Source: an optimization exercise on an open RTL-to-GDS flow (aim: a short achievable clock period and few clock cycles). Production flows keep margins and buffers that such runs may drop. RTL that was checked went through simulation tests only; none was proved equivalent to the original. Only the layout flow was run in runs 1 and 3; the RTL was not checked for function there. Power figures rest on the tool's default switching activity, not on a simulated workload.

<file path="design/flow/run.sh">
#!/bin/bash
# synth_recipe.tcl (not shown) runs the flow's synth.tcl, then flattens the netlist and writes it again
# the make line also repeats each setting of config.mk as NAME=value (left out here)
make -C /OpenROAD-flow-scripts/flow DESIGN_CONFIG=/design/flow/config.mk WORK_HOME=/design/flow/orfs CLKGATE_MAP_FILE= SYNTH_SCRIPT=/design/flow/synth_recipe.tcl finish
</file>
<file path="design/flow/config.mk">
export PLATFORM = sky130hd
export DESIGN_NAME = cpu_pl
export DESIGN_NICKNAME = cpu_pl
export VERILOG_FILES = /design/flow/design.v
export SDC_FILE = /design/flow/constraint.sdc
export NUM_CORES = 4
export LEC_CHECK = 0
export ABC_CLOCK_PERIOD_IN_PS = 2000
export CAP_MARGIN = 20
export CORE_MARGIN = 2
export CORE_UTILIZATION = 40
export PLACE_DENSITY = 0.6
export SETUP_SLACK_MARGIN = 4.2
export SLEW_MARGIN = 20
export TNS_END_PERCENT = 100
</file>
<file path="design/flow/constraint.sdc">
create_clock -name core_clock -period 6.6 [get_ports {clk}]
set_input_delay 1.3200 -clock core_clock [delete_from_list [all_inputs] [get_ports {clk}]]
set_output_delay 1.3200 -clock core_clock [all_outputs]
set_load 0.01 [all_outputs]
</file>
<file path="design/flow/design.v">
`timescale 1ns / 1ps
`timescale 1ns / 1ps
module regfile(
    input clk,
    input we,
    input [4:0] wa,
    input [31:0] wd,
    input [4:0] ra1, ra2,
    output [31:0] rd1, rd2
    );
    reg [31:0] rf [1:31];
    always @(posedge clk)
        if (we && wa != 5'd0)
            rf[wa] <= wd;
    assign rd1 = (we && wa == ra1 && ra1 != 5'd0) ? wd : (ra1 == 5'd0) ? 32'd0 : rf[ra1];
    assign rd2 = (we && wa == ra2 && ra2 != 5'd0) ? wd : (ra2 == 5'd0) ? 32'd0 : rf[ra2];
endmodule
`timescale 1ns / 1ps
module ALU(
    input [31:0] a,
    input [31:0] b,
    output [31:0] y
    );
    assign y = a + b;
endmodule
`timescale 1ns / 1ps
`timescale 1ns / 1ps
module cpu_pl(
    input clk,
    input rst,
    output [7:0] imem_addr,
    input [31:0] imem_data,
    output [7:0] dmem_addr,
    output [31:0] dmem_wdata,
    output dmem_we,
    input [31:0] dmem_rdata,
    output [7:0] io_addr,
    output [31:0] io_dout,
    output io_we,
    input [31:0] io_din
    );
    localparam OP_ADD  = 7'b0110011;
    localparam OP_ADDI = 7'b0010011;
    localparam OP_LW   = 7'b0000011;
    localparam OP_SW   = 7'b0100011;
    localparam OP_BEQ  = 7'b1100011;
    localparam OP_JAL  = 7'b1101111;
    wire stall;       
    reg  redirect;    
    reg  [31:0] redirect_pc;
    reg  [9:0]  f_pc_lo;     
    reg         f_took;      
    reg  [21:0] f_imm_hi_q;  
    reg         f_tgt_c, f_seq_c;  
    reg  [31:0] d_ir;
    reg         d_valid;
    reg  [9:0]  d_pc_lo;
    reg  [21:0] d_pc_hi;     
    wire [31:0] inst = imem_data;
    wire        f_is_jal = inst[6:0] == OP_JAL;
    wire        f_is_beq = inst[6:0] == OP_BEQ;
    wire        f_take   = f_is_jal | (f_is_beq & (inst[19:15] == inst[24:20]));
    wire [9:0]  f_imm_lo = {inst[29:25], (inst[3] ? inst[24:21] : inst[11:8]), 1'b0};
    wire [21:0] f_imm_hi = inst[3] ? {{11{inst[31]}}, inst[31], inst[19:12], inst[20], inst[30]}
                                   : {{19{inst[31]}}, inst[31], inst[7], inst[30]};
    wire [10:0] f_tgt_lo = {1'b0, f_pc_lo} + {1'b0, f_imm_lo};
    wire [10:0] f_seq_lo = {1'b0, f_pc_lo} + 11'd4;
    wire [21:0] f_pend_hi = f_took ? f_imm_hi_q : 22'd0;
    wire        f_pend_c  = f_took ? f_tgt_c : f_seq_c;
    wire [21:0] f_pc_hi  = d_pc_hi + f_pend_hi + {21'd0, f_pend_c};
    assign imem_addr = f_pc_lo[9:2];
    always @(posedge clk) begin
        if (rst) begin
            f_pc_lo   <= 10'd0;
            f_took    <= 1'b0;
            f_seq_c   <= 1'b0;
            d_pc_hi   <= 22'd0;
            d_valid   <= 1'b0;
        end else if (redirect) begin
            f_pc_lo   <= redirect_pc[9:0];
            f_took    <= 1'b0;
            f_seq_c   <= 1'b0;
            d_pc_hi   <= redirect_pc[31:10];
            d_valid   <= 1'b0;
        end else if (!stall) begin
            f_pc_lo   <= f_take ? f_tgt_lo[9:0] : f_seq_lo[9:0];
            f_took    <= f_take;
            f_seq_c   <= f_seq_lo[10];
            d_pc_hi   <= f_pc_hi;
            d_valid   <= 1'b1;
        end
    end
    always @(posedge clk) begin
        if (!stall) begin
            f_imm_hi_q <= f_imm_hi;
            f_tgt_c    <= f_tgt_lo[10];
        end
    end
    always @(posedge clk) begin
        if (!stall) begin
            d_ir    <= inst;
            d_pc_lo <= f_pc_lo;
        end
    end
    wire [6:0]  d_op  = d_ir[6:0];
    wire [4:0]  d_rd  = d_ir[11:7];
    wire [4:0]  d_rs1 = d_ir[19:15];
    wire [4:0]  d_rs2 = d_ir[24:20];
    wire [31:0] d_pc  = {d_pc_hi, d_pc_lo};
    wire d_add  = d_valid & (d_op == OP_ADD);
    wire d_addi = d_valid & (d_op == OP_ADDI);
    wire d_lw   = d_valid & (d_op == OP_LW);
    wire d_sw   = d_valid & (d_op == OP_SW);
    wire d_jal  = d_valid & (d_op == OP_JAL);
    wire d_beq  = d_valid & (d_op == OP_BEQ) & (d_rs1 != d_rs2);   
    wire d_use1 = d_add | d_addi | d_lw | d_sw | d_beq;
    wire d_use2 = d_add | d_beq;           
    wire d_wr   = (d_add | d_addi | d_lw | d_jal) & (d_rd != 5'd0);
    wire [31:0] d_imm_i = {{20{d_ir[31]}}, d_ir[31:20]};
    wire [31:0] d_imm_s = {{20{d_ir[31]}}, d_ir[31:25], d_ir[11:7]};
    wire [31:0] d_imm_b = {{20{d_ir[31]}}, d_ir[7], d_ir[30:25], d_ir[11:8], 1'b0};
    reg         e_wr, e_lw, e_sw, e_beq;
    reg  [4:0]  e_rd;
    reg         m_wr, m_lw, m_dwe, m_iowe;
    reg  [4:0]  m_rd;
    reg  [31:0] m_y, m_sd;
    reg         w_wr;
    reg  [4:0]  w_rd;
    reg  [31:0] w_val;
    wire [31:0] rf_rd1, rf_rd2;
    regfile u_rf(
        .clk(clk),
        .we(w_wr),
        .wa(w_rd),
        .wd(w_val),
        .ra1(d_rs1),
        .ra2(d_rs2),
        .rd1(rf_rd1),
        .rd2(rf_rd2)
    );
    wire [31:0] m_ld, w_next;
    wire d_e1 = e_wr & (e_rd == d_rs1);
    wire d_e2 = e_wr & (e_rd == d_rs2);
    wire d_m1 = m_wr & (m_rd == d_rs1);
    wire d_m2 = m_wr & (m_rd == d_rs2);
    assign stall = e_lw & ((d_use1 & d_e1) | ((d_use2 | d_sw) & d_e2));
    wire [31:0] d_tgt = d_pc + d_imm_b;
    reg  [31:0] e_a, e_b, e_sd, e_tgt;
    reg         e_fa1, e_fb1, e_fs1;
    always @(posedge clk) begin
        if (rst | redirect | stall) begin
            e_wr  <= 1'b0;
            e_lw  <= 1'b0;
            e_sw  <= 1'b0;
            e_beq <= 1'b0;
        end else begin
            e_wr  <= d_wr;
            e_lw  <= d_lw & d_wr;
            e_sw  <= d_sw;
            e_beq <= d_beq;
        end
    end
    always @(posedge clk) begin
        e_rd  <= d_rd;
        e_a   <= d_jal ? d_pc : d_m1 ? w_next : rf_rd1;
        e_b   <= d_jal ? 32'd4 : (d_addi | d_lw) ? d_imm_i : d_sw ? d_imm_s : d_m2 ? w_next : rf_rd2;
        e_sd  <= d_m2 ? w_next : rf_rd2;
        e_tgt <= d_tgt;
        e_fa1 <= d_use1 & d_e1;
        e_fb1 <= d_use2 & d_e2;
        e_fs1 <= d_e2;
    end
    wire [31:0] x_a  = e_fa1 ? m_y : e_a;
    wire [31:0] x_b  = e_fb1 ? m_y : e_b;
    wire [31:0] x_sd = e_fs1 ? m_y : e_sd;
    wire [31:0] x_sum;
    ALU u_alu(.a(x_a), .b(x_b), .y(x_sum));
    wire x_taken = e_beq & (x_a == x_b);
    always @(posedge clk) begin
        if (rst)
            redirect <= 1'b0;
        else
            redirect <= x_taken & ~redirect;
        redirect_pc <= e_tgt;
    end
    always @(posedge clk) begin
        if (rst | redirect) begin
            m_wr   <= 1'b0;
            m_lw   <= 1'b0;
            m_dwe  <= 1'b0;
            m_iowe <= 1'b0;
        end else begin
            m_wr   <= e_wr;
            m_lw   <= e_lw;
            m_dwe  <= e_sw & ~x_sum[10];
            m_iowe <= e_sw & x_sum[10];
        end
        m_rd <= e_rd;
        m_y  <= x_sum;
        m_sd <= x_sd;
    end
    assign dmem_addr  = m_y[9:2];
    assign dmem_wdata = m_sd;
    assign dmem_we    = m_dwe;
    assign io_addr    = m_y[7:0];
    assign io_dout    = m_sd;
    assign io_we      = m_iowe;
    assign m_ld   = m_y[10] ? io_din : dmem_rdata;
    assign w_next = m_lw ? m_ld : m_y;
    always @(posedge clk) begin
        if (rst)
            w_wr <= 1'b0;
        else
            w_wr <= m_wr;
        w_rd  <= m_rd;
        w_val <= w_next;
    end
endmodule
</file>
==> PnR_summary.wiki, run 1 <==
{| class="wikitable"
! Metric !! Value
|-
| Final Wtd Congestion || 0.9223
|-
| Die area || 163500 sq um
|-
| Register bit count reported by yosys || 1370
|-
| Clk Latency, worst-skew pair || 0.81 ns
|-
| CP bufs+invs || 1
|-
| Share of flip-flops with an asynchronous set or reset || 0%
|-
| Critical path startpoint category || input pin
|-
| Worst setup path class || in -> reg
|-
| Minimum clock period || 3.238 ns
|-
| Global-route wire length before repair || 307400 microns
|-
| Total clock sinks || 1370
|-
| Logic depth of the worst setup path including buffers || 13
|-
| Clock Tree Buf Depth || 3
|-
| DRC marker count from the first detailed-route iteration || 5312
|-
| Ranking of synthesized cells by instance count || edfxtp_1, mux4_2, dfxtp_1
|-
| Detail-routed net length per standard cell || 32.58 microns
|-
| Destination of the worst register-to-register timing path || m_y[31]$_DFF_P_
|-
| Number of flops mapped to enable cells by yosys || 1041
|-
| Switching power share of the total || 27.69%
|-
| Number of antenna violations at the first check in global routing || 5
|-
| Hold Path Class || reg -> reg
|-
| Leak || 28.87 nW
|-
| Final Net Count || 4789
|-
| Internal power contribution || 0.01670 W
|-
| Outcome || complete, no violations
|-
| Area leader, netlist || edfxtp_1
|-
| Via total after detailed routing || 42.34k
|-
| Width of the chip || 404.4 microns
|-
| Most used flip-flop cell after synthesis || edfxtp_1
|-
| Number of inserted filler cells in the final layout || 12.51k
|-
| Number of diodes || 0
|-
| Pwr dens || 279.9 nW/um^2
|-
| R2R cell count || 13
|-
| Maximum number of pins on one net before global-route repair || 83
|-
| Die outline height || 404.4 microns
|-
| Switching Power || 0.006395 W
|-
| Accumulated negative setup slack || 0 ns
|-
| Number of library cell types mapped by synthesis || 71
|-
| Final Skew || 0.03276 ns
|-
| Max VDD drop || 0.0002965 V
|-
| CTS tree || yes
|-
| Starting density of the core || 40.39%
|-
| Critical path's largest stage delay || 0.39 ns
|-
| Root buffer cell || clkbuf_16
|-
| Detail Route met3 WL || 19720 microns
|-
| Share of the clock period used by the worst path after layout || 49.06%
|-
| Ordered list of cells on the worst path || buf_12 > mux2_4 > ha_4 > fa_2 > a21o_1 > a21oi_4 > o21bai_4 > a2111oi_2 > nor3_1 > xor2_1 > mux2_4 > o221ai_2 > a21oi_1
|-
| Post-detailed-placement cell area || 68880 sq um
|-
| YS warnings || 2
|-
| Total met2 wirelength after detailed routing || 107400 microns
|-
| Worst endpoint data arrival time || 3.91 ns
|-
| Row cnt || 146
|-
| Post-Synthesis Cell Area || 64120 sq um
|-
| Hold Vio Cnt, Final || 0
|-
| Remaining Overflow, GRT || 0
|-
| Seq pwr share || 50.8%
|-
| Max layer used || met5
|-
| Core Footprint || 158700 sq um
|-
| Synth top area share || 48.75%
|-
| Total half-perimeter wirelength after legalization and detailed placement || 115400 microns
|-
| Synthesized Nets || 4219
|-
| Ratio of routed vias to standard cells || 6.242
|-
| Area grow syn2layout || 28.69%
|-
| Relative contribution of the clock network to total power || 34.0%
|-
| RSZ-0062 raised after global routing || true
|-
| Actual slew at the worst max-slew pin || 1.129 ns
|-
| Max stage delay cell, worst path || a2111oi_2
|-
| Biggest fanout along the worst timing path || 3
|-
| Combinational Power Share || 15.2%
|-
| DR pass1 iterations || 6
|-
| Critical Path End || f_pc_lo[9]$_SDFFE_PP0P_
|-
| Required time worst endpoint || 7.27 ns
|-
| Cts bufs inserted || 144
|-
| Routed length on met1 || 82960 microns
|-
| Share of cells above drive strength 1 || 44.27%
|-
| Top-level port count || 188
|-
| Deepest level of the CTS H-tree || 4
|-
| Final standard cell area without fillers || 82520 sq um
|-
| Synthesized area per cell || 15.93 sq um
|-
| Max-cap violations || 0
|-
| Library cell appearing most often on the critical path || mux2_4
|-
| Worst R2R Setup Slack || 3.37 ns
|-
| Final Max Slew Viols || 0
|-
| # port buffers || 187
|-
| Relative slew margins || 24.66%
|-
| Number of global-route vias before repair || 41.65k
|-
| Syn Inst Count || 4025
|-
| Antenna Violating Nets Remaining || 0
|-
| Reg clk slew, reported paths || 0.06 ns
|-
| Leading cell type by number of instances after synthesis || edfxtp_1
|-
| Critical register-to-register path startpoint || e_fa1$_DFF_P_
|-
| Part of the Yosys area used for sequential elements || 59.02%
|-
| Most area-consuming cells after synthesis || edfxtp_1, mux4_2, dfxtp_1, mux2_2, mux2i_1
|-
| Final wirelength || 221000 microns
|-
| Finish-stage setup viols || 0
|-
| Startpoint of the most critical setup path || imem_data[3]
|-
| Fmax achieved || 308.9 MHz
|-
| Post-detailed-route DRC marker count || 0
|-
| Gate family responsible for the most delay along the worst path || compound AO/OA/AOI/OAI gates
|-
| Critical path endpoint category || flip-flop
|-
| GRT Total Usage || 26.58%
|}
==> layout make-up <==
cell class	count	area [sq um]	share of cell area [%]
inverter	55	232.7	0.2820
tap	2072	2592	3.142
timing repair inverter	7	168.9	0.2047
multi-input combinational	2274	27510	33.33
timing repair buffer	743	9484	11.49
sequential	1370	38040	46.09
clock inverter	71	529.3	0.6414
clock buffer	190	3969	4.810
==> power groups by stage <==
| stage | clock network (W) | logic (W) | registers (W) |
|---|---|---|---|
| after CTS | 0.00794 | 0.00322 | 0.0117 |
| final | 0.00786 | 0.00351 | 0.0117 |
| after global routing | 0.00830 | 0.00367 | 0.0118 |
| after detailed placement | 0 | 0.00251 | 0.0119 |
| after floorplan | 0 | 0.00177 | 0.0113 |
| after global placement | 0 | 0.00250 | 0.0119 |
==> metal layers <==
layer  track usage (%)  up-vias
li1                  -    17360
met1             34.16    22150
met2             43.80     2346
met3             5.039      482
met4             11.94        2
met5                 0        -
==> worst reg2reg max path: stages (launching register included) <==
cell and delay (ns):
dfxtp_4 0.43, buf_12 0.13, buf_6 0.10, mux2_4 0.30, ha_4 0.17, a211o_1 0.28, o211ai_1 0.16, nand2_1 0.15
or4_4 0.45, a31o_4 0.26, a41oi_4 0.24, o2111ai_2 0.15, a21oi_2 0.18, xor2_1 0.15
==> flip-flops by register name (all words and copies together), names as in the netlist, 5 cells and up, named ones only <==
register and flops:
e_b 32, e_rd 5, u_rf.rf 992, d_ir 29
m_y 32, d_pc_lo 10, m_rd 5, f_imm_hi_q 9
e_sd 32, m_sd 32, redirect_pc 32, d_pc_hi 22
e_a 32, e_tgt 32, f_pc_lo 10, w_rd 5
w_val 32
==> stage by stage <==
stage          instances  hold WS (ns)  utilization, %  setup WS [ns]  total power [W]
2_1_floorplan       4025        0.3096               -          2.776          0.01312
3_3_place_gp        6037        0.3109           43.39          1.794          0.01438
3_5_place_dp        6037        0.3121           43.39          1.843          0.01443
4_1_cts             6678        0.3059           50.75          3.400          0.02287
5_1_grt             6782        0.3073           51.98          3.270          0.02379
6_report            6782        0.3066           51.98          3.362          0.02310
==> what timing repair did <==
item,CTS,global route
resized for setup,1087,183
gates cloned,76,8
hold buffers,0,0
pin swaps,195,157
setup buffers,304,96
endpoints found under the setup margin,971,399
==> worst min-delay path by stage <==
stage                                    to  depth (start not counted)              start
CTS                  redirect_pc[4]$_DFF_P_                          0   e_tgt[4]$_DFF_P_
global route         redirect_pc[3]$_DFF_P_                          0   e_tgt[3]$_DFF_P_
finish               redirect_pc[4]$_DFF_P_                          0   e_tgt[4]$_DFF_P_
floorplan            redirect_pc[0]$_DFF_P_                          0   e_tgt[0]$_DFF_P_
detailed placement  redirect_pc[17]$_DFF_P_                          0  e_tgt[17]$_DFF_P_
global placement     redirect_pc[0]$_DFF_P_                          0   e_tgt[0]$_DFF_P_
==> cell usage in the layout, fill, tap and decap left out, types with 63 or more instances in the layout <==
master / n
a211oi_1: 63
a21oi_1: 142
buf_12: 78
buf_16: 82
buf_4: 283
buf_6: 173
clkbuf_16: 153
clkdlybuf4s50_1: 81
dfxtp_1: 238
edfxtp_1: 1041
mux2_2: 82
mux2i_1: 122
mux4_2: 551
nand2_1: 125
nor2_1: 197
==> cells by family (layout without fill, tap and decap cells) <==
logic type	after synthesis	after routing	share of synthesized area, %
adder cells (fa/ha/maj)	96	96	1.932
buffers and inverters	386	1066	2.892
AND/OR/NAND/NOR	594	598	4.131
multiplexers	819	819	23.81
flip-flops	1370	1370	59.02
AO/OA/AOI/OAI	649	650	6.697
XOR/XNOR	111	111	1.516
==> run 2, diff against run 1 <==
--- a/design/flow/design.v
+++ b/design/flow/design.v
@@ -22,5 +22,45 @@
     output [31:0] y
     );
-    assign y = a + b;
+    wire [31:0] p0 = a ^ b;
+    wire [31:0] g0 = a & b;
+    wire [31:0] g1, p1, g2, p2, g3, p3, g4, p4, g5;
+    genvar i;
+    generate
+        for (i = 0; i < 32; i = i + 1) begin : ks
+            if (i >= 1) begin
+                assign g1[i] = g0[i] | (p0[i] & g0[i-1]);
+                assign p1[i] = p0[i] & p0[i-1];
+            end else begin
+                assign g1[i] = g0[i];
+                assign p1[i] = p0[i];
+            end
+            if (i >= 2) begin
+                assign g2[i] = g1[i] | (p1[i] & g1[i-2]);
+                assign p2[i] = p1[i] & p1[i-2];
+            end else begin
+                assign g2[i] = g1[i];
+                assign p2[i] = p1[i];
+            end
+            if (i >= 4) begin
+                assign g3[i] = g2[i] | (p2[i] & g2[i-4]);
+                assign p3[i] = p2[i] & p2[i-4];
+            end else begin
+                assign g3[i] = g2[i];
+                assign p3[i] = p2[i];
+            end
+            if (i >= 8) begin
+                assign g4[i] = g3[i] | (p3[i] & g3[i-8]);
+                assign p4[i] = p3[i] & p3[i-8];
+            end else begin
+                assign g4[i] = g3[i];
+                assign p4[i] = p3[i];
+            end
+            if (i >= 16)
+                assign g5[i] = g4[i] | (p4[i] & g4[i-16]);
+            else
+                assign g5[i] = g4[i];
+        end
+    endgenerate
+    assign y = p0 ^ {g5[30:0], 1'b0};
 endmodule
 `timescale 1ns / 1ps
==> run 2 against run 1 <==
  * Non-clock buffer count grew 31
  * Wire length is essentially flat
  * Global-route usage shrank 0.38 points
  * Critical endpoint is now m_y[28]$_DFF_P_
  * Largest power group unchanged
  * Highest routed layer unchanged
==> PnR_summary.wiki, run 2 <==
{| class="wikitable"
! Metric !! Value
|-
| Area leader, netlist || edfxtp_1
|-
| Hold path startpoint || e_tgt[26]$_DFF_P_
|-
| Hold Vio Cnt, Final || 0 (unchanged)
|-
| Via total after detailed routing || 42.46k (+0.29%)
|-
| Area grow syn2layout || 29.90%
|-
| Ratio of routed vias to standard cells || 6.133 (-1.8%)
|-
| Required time worst endpoint || 7.30 ns (+0.03 ns)
|-
| Reg clk slew, reported paths || 0.07 ns (about the same)
|-
| CTS Hold Buffers Added || 0 (unchanged)
|-
| # port buffers || 187 (unchanged)
|-
| Clock Tree Buf Depth || 3 (unchanged)
|-
| Worst R2R Setup Slack || 3.47 ns (+0.10 ns)
|-
| Number of flops mapped to enable cells by yosys || 1041 (unchanged)
|-
| Most frequent cells in the layout || edfxtp_1, mux4_2, buf_4, dfxtp_1, nor2_1
|-
| Final Wtd Congestion || 0.8655 (-6.2%)
|-
| Detail-routed net length per standard cell || 31.90 microns (-2.1%)
|-
| Largest register by flop count || u_rf.rf
|-
| End point of the most critical hold path || redirect_pc[26]$_DFF_P_
|-
| GRT Total Usage || 26.20% (-0.38 points)
|-
| Cts bufs inserted || 147 (+2.1%)
|-
| Deepest level of the CTS H-tree || 4 (unchanged)
|-
| Synthesized Nets || 4245 (+0.62%)
|-
| Die outline height || 405.4 microns (+0.24%)
|-
| Switching Power || 0.006545 W (+2.3%)
|-
| RSZ-0062 raised after global routing || true
|-
| Maximum number of pins on one net before global-route repair || 97 (+17%)
|-
| Destination of the worst register-to-register timing path || m_y[28]$_DFF_P_
|-
| Hold Path Class || reg -> reg
|-
| Critical path endpoint category || flip-flop
|-
| Most area-consuming cells after synthesis || edfxtp_1, mux4_2, dfxtp_1, mux2_2, mux2i_1
|-
| Fmax achieved || 319.3 MHz (+3.4%)
|-
| Part of the Yosys area used for sequential elements || 58.74% (-0.29 points)
|-
| Actual slew at the worst max-slew pin || 1.135 ns (+0.006824 ns)
|-
| Max VDD drop || 0.0002531 V (-15%)
|-
| Relative contribution of the clock network to total power || 35.2% (+1.2 points)
|-
| Final Net Count || 4833 (+0.92%)
|-
| Share of cells above drive strength 1 || 44.96% (+0.69 points)
|-
| Row cnt || 147 (+0.68%)
|-
| Most used flip-flop cell after synthesis || edfxtp_1
|-
| CTS tree || yes
|-
| Seq pwr share || 49.4% (-1.4 points)
|-
| Starting density of the core || 40.22% (-0.17 points)
|-
| DRC marker count from the first detailed-route iteration || 5388 (+1.4%)
|-
| Antenna Violating Nets Remaining || 0 (unchanged)
|-
| Synthesized area per cell || 15.91 sq um (-0.16%)
|-
| Leading cell type by number of instances after synthesis || edfxtp_1
|-
| Combinational Power Share || 15.3% (about the same)
|-
| Worst setup path class || reg -> reg
|-
| WHS Path Cells || 0 (unchanged)
|-
| Core Footprint || 160200 sq um (+0.92%)
|-
| Critical path startpoint category || flip-flop
|-
| Share of the clock period used by the worst path after layout || 47.45% (-1.6 points)
|-
| Flip-flop count of the largest register, all copies and words added || 992 (unchanged)
|-
| Top-level port count || 188 (unchanged)
|-
| Finish-stage setup viols || 0 (unchanged)
|-
| Post-detailed-placement cell area || 69280 sq um (+0.57%)
|-
| Total clock sinks || 1370 (unchanged)
|-
| Pwr dens || 283.7 nW/um^2 (+1.3%)
|-
| Die area || 164300 sq um (+0.48%)
|-
| Final Skew || 0.04565 ns (+0.01289 ns)
|-
| Share of flip-flops with an asynchronous set or reset || 0% (unchanged)
|-
| Ranking of synthesized cells by instance count || edfxtp_1, mux4_2, dfxtp_1
|-
| Util after Layout || 52.25% (+0.26 points)
|-
| DR pass1 iterations || 5 (-1)
|-
| Number of library cell types mapped by synthesis || 74 (+4.2%)
|-
| Number of global-route vias before repair || 41.12k (-1.3%)
|-
| Register bit count reported by yosys || 1370 (unchanged)
|-
| Biggest fanout along the worst timing path || 6 (+3)
|-
| Clk Latency, worst-skew pair || 0.80 ns (about the same)
|-
| R2R cell count || 13 (unchanged)
|-
| Synth top area share || 48.52% (-0.24 points)
|-
| YS warnings || 2 (unchanged)
|-
| Switching power share of the total || 27.57% (-0.12 points)
|-
| Remaining Overflow, GRT || 0 (unchanged)
|-
| Relative slew margins || 23.51% (-1.2 points)
|-
| Syn Inst Count || 4051 (+0.65%)
|-
| Post-Synthesis Cell Area || 64430 sq um (+0.49%)
|-
| Max-cap violations || 0 (unchanged)
|-
| Critical register-to-register path startpoint || e_fa1$_DFF_P_
|-
| Post-detailed-route DRC marker count || 0 (unchanged)
|-
| Root buffer cell || clkbuf_16
|-
| Leak || 29.31 nW (+1.5%)
|-
| Final wirelength || 220800 microns (about the same)
|-
| Total half-perimeter wirelength after legalization and detailed placement || 116200 microns (+0.67%)
|-
| Leading cell type in the layout, fill and taps excluded || edfxtp_1
|-
| Width of the chip || 405.4 microns (+0.24%)
|-
| Minimum clock period || 3.132 ns (-0.1058 ns)
|-
| Worst endpoint data arrival time || 3.83 ns (-0.08 ns)
|-
| Outcome || complete, no violations
|-
| Final standard cell area without fillers || 83700 sq um (+1.4%)
|-
| Final Max Slew Viols || 0 (unchanged)
|-
| Number of antenna violations at the first check in global routing || 4 (-1)
|-
| Accumulated negative setup slack || 0 ns (unchanged)
|-
| Internal power contribution || 0.01720 W (+2.9%)
|-
| Global-route wire length before repair || 304900 microns (-0.82%)
|}
[run 2: layer usage]
layer / track usage (%) / up-vias / routed length [microns]
met2: 41.93 / 2321 / 104900
met4: 10.59 / 4 / 9400
met1: 34.91 / 22140 / 85590
li1: - / 17560 / -
met3: 5.479 / 437 / 20920
met5: 0 / - / 18
[run 2: final cells by class]
cell class	instances	area (sq um)
antenna	1	2.502
timing repair buffer	774	9883
multi-input combinational	2304	28030
tap	2160	2703
inverter	41	173.9
clock inverter	83	774.5
clock buffer	189	4071
timing repair inverter	1	11.26
fill	12620	76500
sequential	1370	38050
[run 2: power by group through the flow]
| stage | Sequential (W) | Combinational [W] | Clock, W |
|---|---|---|---|
| after global routing | 0.0118 | 0.00382 | 0.00878 |
| final | 0.0117 | 0.00364 | 0.00837 |
| after floorplan | 0.0113 | 0.00182 | 0 |
| after detailed placement | 0.0119 | 0.00255 | 0 |
| after global placement | 0.0119 | 0.00254 | 0 |
| after CTS | 0.0117 | 0.00335 | 0.00845 |
[run 2: worst max-delay path by stage]
stage	from	endpoint	slack [ns]
CTS	e_fb1$_DFF_P_	m_y[28]$_DFF_P_	3.51
floorplan	imem_data[3]	f_pc_lo[9]$_SDFFE_PP0P_	2.99
global route	e_fa1$_DFF_P_	m_y[28]$_DFF_P_	3.41
finish	e_fa1$_DFF_P_	m_y[28]$_DFF_P_	3.47
detailed placement	imem_data[3]	f_pc_lo[9]$_SDFFE_PP0P_	1.93
global placement	imem_data[3]	f_pc_lo[9]$_SDFFE_PP0P_	1.85
[run 2: what timing repair did]
item / 4_1_cts / 5_1_grt
gates cloned: 71 / 16
gates resized for setup: 1075 / 247
setup endpoints to repair: 1219 / 359
pin swaps: 168 / 182
buffers inserted: 303 / 114
[run 2: critical path: stages, from the launching register on]
cell      delay, ns
dfxtp_4        0.35
buf_12         0.14
mux2_4         0.21
ha_4           0.13
inv_2          0.04
fa_2           0.39
nand2b_4       0.15
a21o_1         0.18
a211o_1        0.31
a211o_1        0.33
a31oi_4        0.29
o31ai_4        0.09
a311o_1        0.28
xnor2_1        0.12
[run 2: kinds of logic after synthesis]
family / share of synthesized area, %
adder cells (fa/ha/maj): 1.922
multiplexers: 23.79
flip-flops: 58.74
AO/OA/AOI/OAI: 6.853
XOR/XNOR: 1.441
buffers and inverters: 2.987
AND/OR/NAND/NOR: 4.266
[run 2: metrics by stage]
step | instances | total power (W) | setup WS [ns] | hold slack, ns
2_1_floorplan | 4051 | 0.01317 | 2.991 | 0.3096
3_3_place_gp | 6143 | 0.01441 | 1.853 | 0.3109
3_5_place_dp | 6145 | 0.01445 | 1.926 | 0.3121
4_1_cts | 6791 | 0.02349 | 3.509 | 0.3131
5_1_grt | 6922 | 0.02441 | 3.410 | 0.3207
6_report | 6923 | 0.02374 | 3.468 | 0.3230
Testbench counts of run 2, summed over its fixed seeds: cycles 16,171.
==> run 3, diff against run 2 <==
--- a/design/flow/design.v
+++ b/design/flow/design.v
@@ -3,16 +3,23 @@
 module regfile(
     input clk,
-    input we,
-    input [4:0] wa,
+    input [31:1] we,
     input [31:0] wd,
-    input [4:0] ra1, ra2,
-    output [31:0] rd1, rd2
+    input [31:1] rs1, rs2,
+    output reg [31:0] rd1, rd2
     );
     reg [31:0] rf [1:31];
+    integer i;
     always @(posedge clk)
-        if (we && wa != 5'd0)
-            rf[wa] <= wd;
-    assign rd1 = (we && wa == ra1 && ra1 != 5'd0) ? wd : (ra1 == 5'd0) ? 32'd0 : rf[ra1];
-    assign rd2 = (we && wa == ra2 && ra2 != 5'd0) ? wd : (ra2 == 5'd0) ? 32'd0 : rf[ra2];
+        for (i = 1; i < 32; i = i + 1)
+            if (we[i])
+                rf[i] <= wd;
+    always @(*) begin
+        rd1 = 32'd0;
+        rd2 = 32'd0;
+        for (i = 1; i < 32; i = i + 1) begin
+            rd1 = rd1 | (rf[i] & {32{rs1[i]}});
+            rd2 = rd2 | (rf[i] & {32{rs2[i]}});
+        end
+    end
 endmodule
 `timescale 1ns / 1ps
@@ -86,5 +93,5 @@
     localparam OP_BEQ  = 7'b1100011;
     localparam OP_JAL  = 7'b1101111;
-    wire stall;       
+    reg  stall;       
     reg  redirect;    
     reg  [31:0] redirect_pc;
@@ -94,15 +101,22 @@
     reg         f_tgt_c, f_seq_c;  
     reg  [31:0] d_ir;
+    reg  [31:1] d_sel1, d_sel2;   
     reg         d_valid;
     reg  [9:0]  d_pc_lo;
     reg  [21:0] d_pc_hi;     
     wire [31:0] inst = imem_data;
+    function [31:1] onehot(input [4:0] r);
+        integer k;
+        for (k = 1; k < 32; k = k + 1)
+            onehot[k] = (r == k);
+    endfunction
     wire        f_is_jal = inst[6:0] == OP_JAL;
     wire        f_is_beq = inst[6:0] == OP_BEQ;
     wire        f_take   = f_is_jal | (f_is_beq & (inst[19:15] == inst[24:20]));
-    wire [9:0]  f_imm_lo = {inst[29:25], (inst[3] ? inst[24:21] : inst[11:8]), 1'b0};
     wire [21:0] f_imm_hi = inst[3] ? {{11{inst[31]}}, inst[31], inst[19:12], inst[20], inst[30]}
                                    : {{19{inst[31]}}, inst[31], inst[7], inst[30]};
-    wire [10:0] f_tgt_lo = {1'b0, f_pc_lo} + {1'b0, f_imm_lo};
+    wire [10:0] f_tgt_j  = {1'b0, f_pc_lo} + {1'b0, inst[29:21], 1'b0};
+    wire [10:0] f_tgt_b  = {1'b0, f_pc_lo} + {1'b0, inst[29:25], inst[11:8], 1'b0};
+    wire [10:0] f_tgt_lo = (f_tgt_j & {11{inst[3]}}) | (f_tgt_b & {11{~inst[3]}});
     wire [10:0] f_seq_lo = {1'b0, f_pc_lo} + 11'd4;
     wire [21:0] f_pend_hi = f_took ? f_imm_hi_q : 22'd0;
@@ -141,4 +155,6 @@
             d_ir    <= inst;
             d_pc_lo <= f_pc_lo;
+            d_sel1  <= onehot(inst[19:15]);
+            d_sel2  <= onehot(inst[24:20]);
         end
     end
@@ -169,20 +185,33 @@
     reg  [31:0] w_val;
     wire [31:0] rf_rd1, rf_rd2;
+    reg  [31:1] w_sel;    
     regfile u_rf(
         .clk(clk),
-        .we(w_wr),
-        .wa(w_rd),
+        .we(w_sel),
         .wd(w_val),
-        .ra1(d_rs1),
-        .ra2(d_rs2),
+        .rs1(d_sel1),
+        .rs2(d_sel2),
         .rd1(rf_rd1),
         .rd2(rf_rd2)
     );
     wire [31:0] m_ld, w_next;
+    wire d_w1 = w_wr & (w_rd == d_rs1);
+    wire d_w2 = w_wr & (w_rd == d_rs2);
+    wire [31:0] d_v1 = d_w1 ? w_val : rf_rd1;
+    wire [31:0] d_v2 = d_w2 ? w_val : rf_rd2;
     wire d_e1 = e_wr & (e_rd == d_rs1);
     wire d_e2 = e_wr & (e_rd == d_rs2);
     wire d_m1 = m_wr & (m_rd == d_rs1);
     wire d_m2 = m_wr & (m_rd == d_rs2);
-    assign stall = e_lw & ((d_use1 & d_e1) | ((d_use2 | d_sw) & d_e2));
+    wire [6:0] f_op   = inst[6:0];
+    wire       f_bc   = (f_op == OP_BEQ) & (inst[19:15] != inst[24:20]);
+    wire       f_use1 = (f_op == OP_ADD) | (f_op == OP_ADDI) | (f_op == OP_LW) | (f_op == OP_SW) | f_bc;
+    wire       f_use2 = (f_op == OP_ADD) | (f_op == OP_SW) | f_bc;
+    always @(posedge clk) begin
+        if (rst | redirect | stall)
+            stall <= 1'b0;
+        else
+            stall <= d_lw & d_wr & ((f_use1 & (inst[19:15] == d_rd)) | (f_use2 & (inst[24:20] == d_rd)));
+    end
     wire [31:0] d_tgt = d_pc + d_imm_b;
     reg  [31:0] e_a, e_b, e_sd, e_tgt;
@@ -203,7 +232,7 @@
     always @(posedge clk) begin
         e_rd  <= d_rd;
-        e_a   <= d_jal ? d_pc : d_m1 ? w_next : rf_rd1;
-        e_b   <= d_jal ? 32'd4 : (d_addi | d_lw) ? d_imm_i : d_sw ? d_imm_s : d_m2 ? w_next : rf_rd2;
-        e_sd  <= d_m2 ? w_next : rf_rd2;
+        e_a   <= d_jal ? d_pc : d_m1 ? w_next : d_v1;
+        e_b   <= d_jal ? 32'd4 : (d_addi | d_lw) ? d_imm_i : d_sw ? d_imm_s : d_m2 ? w_next : d_v2;
+        e_sd  <= d_m2 ? w_next : d_v2;
         e_tgt <= d_tgt;
         e_fa1 <= d_use1 & d_e1;
@@ -249,8 +278,11 @@
     assign w_next = m_lw ? m_ld : m_y;
     always @(posedge clk) begin
-        if (rst)
-            w_wr <= 1'b0;
-        else
-            w_wr <= m_wr;
+        if (rst) begin
+            w_wr  <= 1'b0;
+            w_sel <= 31'd0;
+        end else begin
+            w_wr  <= m_wr;
+            w_sel <= m_wr ? onehot(m_rd) : 31'd0;
+        end
         w_rd  <= m_rd;
         w_val <= w_next;
==> run 3 against run 2 <==
  * Hold slack about the same
  * First-iteration DRC count up 140%
  * Largest cell class unchanged
  * Sequential power up 5%
  * Maximum frequency down 0.98%
  * Flip-flop and latch count up 84
  * Still clean
  * Clock power up 6.7%
==> PnR_summary.wiki, run 3 <==
{| class="wikitable"
! Metric !! Value
|-
| R2R cell count || 12 (-1)
|-
| Most area-consuming cells after synthesis || edfxtp_1, dfxtp_1, a221oi_1, a22o_1, a22oi_1
|-
| DRC marker count from the first detailed-route iteration || 13.00k (+140%)
|-
| Critical path startpoint category || flip-flop
|-
| Antenna Violating Nets Remaining || 0 (unchanged)
|-
| Total half-perimeter wirelength after legalization and detailed placement || 150800 microns (+30%)
|-
| Adder-cell share of the synthesized area || 2.118% (+0.20 points)
|-
| Critical path endpoint category || flip-flop
|-
| Via total after detailed routing || 52.90k (+25%)
|-
| Relative slew margins || 18.29% (-5.2 points)
|-
| Mux cell area share after synthesis || 2.636% (-21 points)
|-
| Width of the chip || 397.1 microns (-2.0%)
|-
| Critical path's largest stage delay || 0.38 ns (about the same)
|-
| Internal power contribution || 0.01767 W (+2.8%)
|-
| DR pass1 iterations || 12 (+7)
|-
| Register bit count reported by yosys || 1454 (+6.1%)
|-
| Ratio of routed vias to standard cells || 7.234 (+18%)
|-
| Die area || 157600 sq um (-4.1%)
|-
| Worst setup path class || reg -> reg
|-
| Synthesized area per cell || 13.38 sq um (-16%)
|-
| Synthesized Nets || 4817 (+13%)
|-
| Count of placed standard cells including taps || 6648 (+8.2%)
|-
| Remaining Overflow, GRT || 0 (unchanged)
|-
| Die outline height || 397.1 microns (-2.0%)
|-
| Switching power share of the total || 27.34% (-0.22 points)
|-
| Detail-routed net length per standard cell || 40.07 microns (+26%)
|-
| Destination of the worst register-to-register timing path || m_y[28]$_DFF_P_
|-
| Syn Inst Count || 4618 (+14%)
|-
| Hold path startpoint || e_tgt[2]$_DFF_P_
|-
| Final Wtd Congestion || 0.9603 (+11%)
|-
| Startpoint of the most critical setup path || e_fa1$_DFF_P_
|-
| Worst R2R Setup Slack || 3.44 ns (-0.03 ns)
|-
| Number of antenna violations at the first check in global routing || 14 (+10)
|-
| Clock Tree Buf Depth || 3 (unchanged)
|-
| Ordered list of cells on the worst path || buf_12 > mux2_2 > ha_4 > nand3_2 > a211oi_2 > a21bo_4 > a2111oi_4 > buf_4 > o2111ai_4 > a21boi_2 > o21ai_2 > a211oi_2
|-
| Worst endpoint data arrival time || 3.88 ns (+0.05 ns)
|-
| GRT Total Usage || 34.68% (+8.5 points)
|-
| WHS Path Cells || 0 (unchanged)
|-
| Core Footprint || 153700 sq um (-4.1%)
|-
| Main combinational cell family by area after synthesis || compound AO/OA/AOI/OAI gates
|-
| Biggest fanout along the worst timing path || 10 (+4)
|-
| Hold Vio Cnt, Final || 0 (unchanged)
|-
| Leak || 27.78 nW (-5.2%)
|-
| End point of the most critical hold path || redirect_pc[2]$_DFF_P_
|-
| Top-level port count || 188 (unchanged)
|-
| Post-Synthesis Cell Area || 61800 sq um (-4.1%)
|-
| # port buffers || 187 (unchanged)
|-
| Area grow syn2layout || 28.73%
|-
| Most frequent cells in the layout || edfxtp_1, a22oi_1, buf_4, a22o_1, dfxtp_1
|-
| Overall power of the completed layout || 0.02433 W (+2.5%)
|-
| Row cnt || 144 (-2.0%)
|-
| Fmax achieved || 316.2 MHz (-0.98%)
|-
| Clk Latency, worst-skew pair || 0.83 ns (+0.03 ns)
|-
| Final Net Count || 5331 (+10%)
|-
| Root buffer cell || clkbuf_16
|-
| Share of flip-flops with an asynchronous set or reset || 0% (unchanged)
|-
| Seq pwr share || 50.7% (+1.3 points)
|-
| Area leader, netlist || edfxtp_1
|-
| Compound-cell area share of the yosys netlist || 18.47% (+12 points)
|-
| Part of the Yosys area used for sequential elements || 64.97% (+6.2 points)
|-
| Actual slew at the worst max-slew pin || 1.224 ns (+0.08870 ns)
|-
| Relative contribution of the clock network to total power || 36.7% (+1.5 points)
|-
| Starting density of the core || 40.21% (about the same)
|-
| Fraction of synthesized cell area in xor and xnor cells || 1.800% (+0.36 points)
|-
| Final Max Slew Viols || 0 (unchanged)
|-
| Maximum number of pins on one net before global-route repair || 89 (-8.2%)
|-
| Pwr dens || 305.8 nW/um^2 (+7.8%)
|-
| Flip-flop count of the largest register, all copies and words added || 992 (unchanged)
|-
| Total clock sinks || 1454 (+6.1%)
|-
| Hold Path Class || reg -> reg
|-
| Outcome || complete, no violations
|-
| Post-Layout Cell Count || 7313 (+5.6%)
|-
| Minimum clock period || 3.163 ns (+0.03087 ns)
|-
| Final wirelength || 293000 microns (+33%)
|-
| CTS tree || yes
|-
| RSZ-0062 raised after global routing || true
|-
| Library cell appearing most often on the critical path || a211oi_2
|-
| Post-detailed-route DRC marker count || 0 (unchanged)
|-
| Switching Power || 0.006652 W (+1.6%)
|-
| Reg clk slew, reported paths || 0.06 ns (about the same)
|-
| Cts bufs inserted || 152 (+3.4%)
|-
| Finish-stage setup viols || 0 (unchanged)
|-
| CTS Hold Buffers Added || 0 (unchanged)
|-
| Accumulated negative setup slack || 0 ns (unchanged)
|-
| Share of the clock period used by the worst path after layout || 47.92% (+0.47 points)
|-
| Max-cap violations || 0 (unchanged)
|-
| YS warnings || 3 (+1)
|-
| Share of synthesized cell area in and, or, nand and nor gates || 7.099% (+2.8 points)
|-
| Critical register-to-register path startpoint || e_fa1$_DFF_P_
|-
| Max VDD drop || 0.0002963 V (+17%)
|-
| Leading cell type in the layout, fill and taps excluded || edfxtp_1
|-
| Util after Layout || 51.76% (-0.48 points)
|-
| Combinational Power Share || 12.6% (-2.7 points)
|-
| Synth top area share || 53.60% (+5.1 points)
|-
| Deepest level of the CTS H-tree || 4 (unchanged)
|-
| Ranking of synthesized cells by instance count || edfxtp_1, dfxtp_1, a22oi_1
|-
| Number of flops mapped to enable cells by yosys || 1103 (+6.0%)
|-
| Share of cells above drive strength 1 || 29.25% (-16 points)
|-
| Max stage delay cell, worst path || mux2_2
|-
| Leading cell type by number of instances after synthesis || edfxtp_1
|-
| Final Skew || 0.04903 ns (+0.003383 ns)
|-
| Most used flip-flop cell after synthesis || edfxtp_1
|-
| Global-route wire length before repair || 380100 microns (+25%)
|-
| Required time worst endpoint || 7.31 ns (about the same)
|-
| Largest register by flop count || u_rf.rf
|-
| Number of library cell types mapped by synthesis || 80 (+8.1%)
|-
| Number of global-route vias before repair || 48.33k (+18%)
|}
## run 3: cell types whose count changed in the layout (fill, tap and decap cells not counted), sizes merged, moves of 74 or more
cell | before | now
a221oi | 18 | 297
a22o | 9 | 289
a22oi | 20 | 320
mux2i | 131 | 57
mux4 | 552 | 0
nand4 | 9 | 135
## run 3: cell type report
cell class / instances / area (sq um)
Antenna cell: 14 / 35.03
Multi-Input combinational cell: 2754 / 23170
Timing Repair Buffer: 719 / 8143
Inverter: 51 / 196.4
Clock buffer: 197 / 4230
Clock inverter: 80 / 855.8
Tap cell: 2044 / 2557
Sequential cell: 1454 / 40360
Fill cell: 12590 / 74140
## run 3: worst max path at each step
stage	to	slack [ns]	depth (start not counted)
floorplan	f_pc_lo[4]$_SDFFE_PP0P_	3.53	9
global placement	f_pc_lo[4]$_SDFFE_PP0P_	2.03	8
detailed placement	f_pc_lo[8]$_SDFFE_PP0P_	1.98	8
CTS	m_y[30]$_DFF_P_	3.55	12
global route	m_y[28]$_DFF_P_	3.38	12
finish	m_y[28]$_DFF_P_	3.44	12
## run 3: power by group through the flow
stage                     registers [W]  clock network, W  logic (W)
after floorplan                  0.0120                 0    0.00139
after global placement           0.0124                 0    0.00231
after detailed placement         0.0124                 0    0.00233
after CTS                        0.0122           0.00888    0.00271
after global routing             0.0124           0.00927    0.00319
final                            0.0123           0.00893    0.00307
## run 3: per-layer routing
layer  part of all wire, %  wire (microns)  GRT usage [%]
met2                    39          113700          46.79
met3                    18           54070          15.78
met1                    34          100300          45.15
met4                   8.4           24580          20.84
met5                  0.12             347         0.6053
## run 3: repair_timing
action                                   CTS  global route
cloned                                    10            15
pin swaps                                164           208
endpoints found under the setup margin   352           240
setup buffers                            189           160
resized for setup                       1079           415
## run 3: cells by family after synthesis
| kind of cell | count (synthesis) |
|---|---|
| AO/OA/AOI/OAI | 1471 |
| flip-flops | 1454 |
| AND/OR/NAND/NOR | 900 |
| buffers and inverters | 414 |
| multiplexers | 151 |
| XOR/XNOR | 127 |
| adder cells (fa/ha/maj) | 101 |
## run 3: through the flow
step,instance area [sq um],worst slack [ns],hold slack (ns)
floorplan,62540,3.527,0.3096
global placement,66540,2.027,0.3104
detailed placement,66550,1.976,0.3121
CTS,75930,3.553,0.3222
global route,79520,3.382,0.3283
finish,79550,3.437,0.3231
## run 3: worst max-delay path, delay by kind of cell, from the launching register on
family,cells,cell delay (ns)
compound gates,7,1.54
fa+ha+maj,1,0.33
buf+inv,2,0.36
flops,1,0.37
mux,1,0.38
simple gates,1,0.09

what the ideal ports hide:
Ports are ideal in the flow. The routed layouts listed here were re-timed in OpenROAD. Step 1 assumes that a clkbuf_16 drives the clock port and a buf_2 every other input. Step 2 also shifts input and output timing later by t, the mid clock arrival at the registers, as if the neighbouring blocks saw the same clock. Three values: ideal, step 1, step 2; two values: the first two.
| run | t (ns) | setup slack, ns | hold WS [ns] | pins driven straight from the clock port |
|---|---|---|---|---|
| run 1 | 0.878 | 3.362 / 3.375 / 2.520 | 0.307 / 0.307 / 0.307 | 1 |
| run 2 | 0.875 | 3.468 / 3.468 / 2.790 | 0.323 / 0.323 / 0.323 | 1 |
| run 3 | 0.887 | 3.437 / 3.437 / 3.211 | 0.323 / 0.323 / 0.323 | 1 |
After both steps every run listed still meets setup and hold. The setup slack of run 1, which loses most, moves by +0.013 ns with the drivers and by -0.842 ns with both steps.
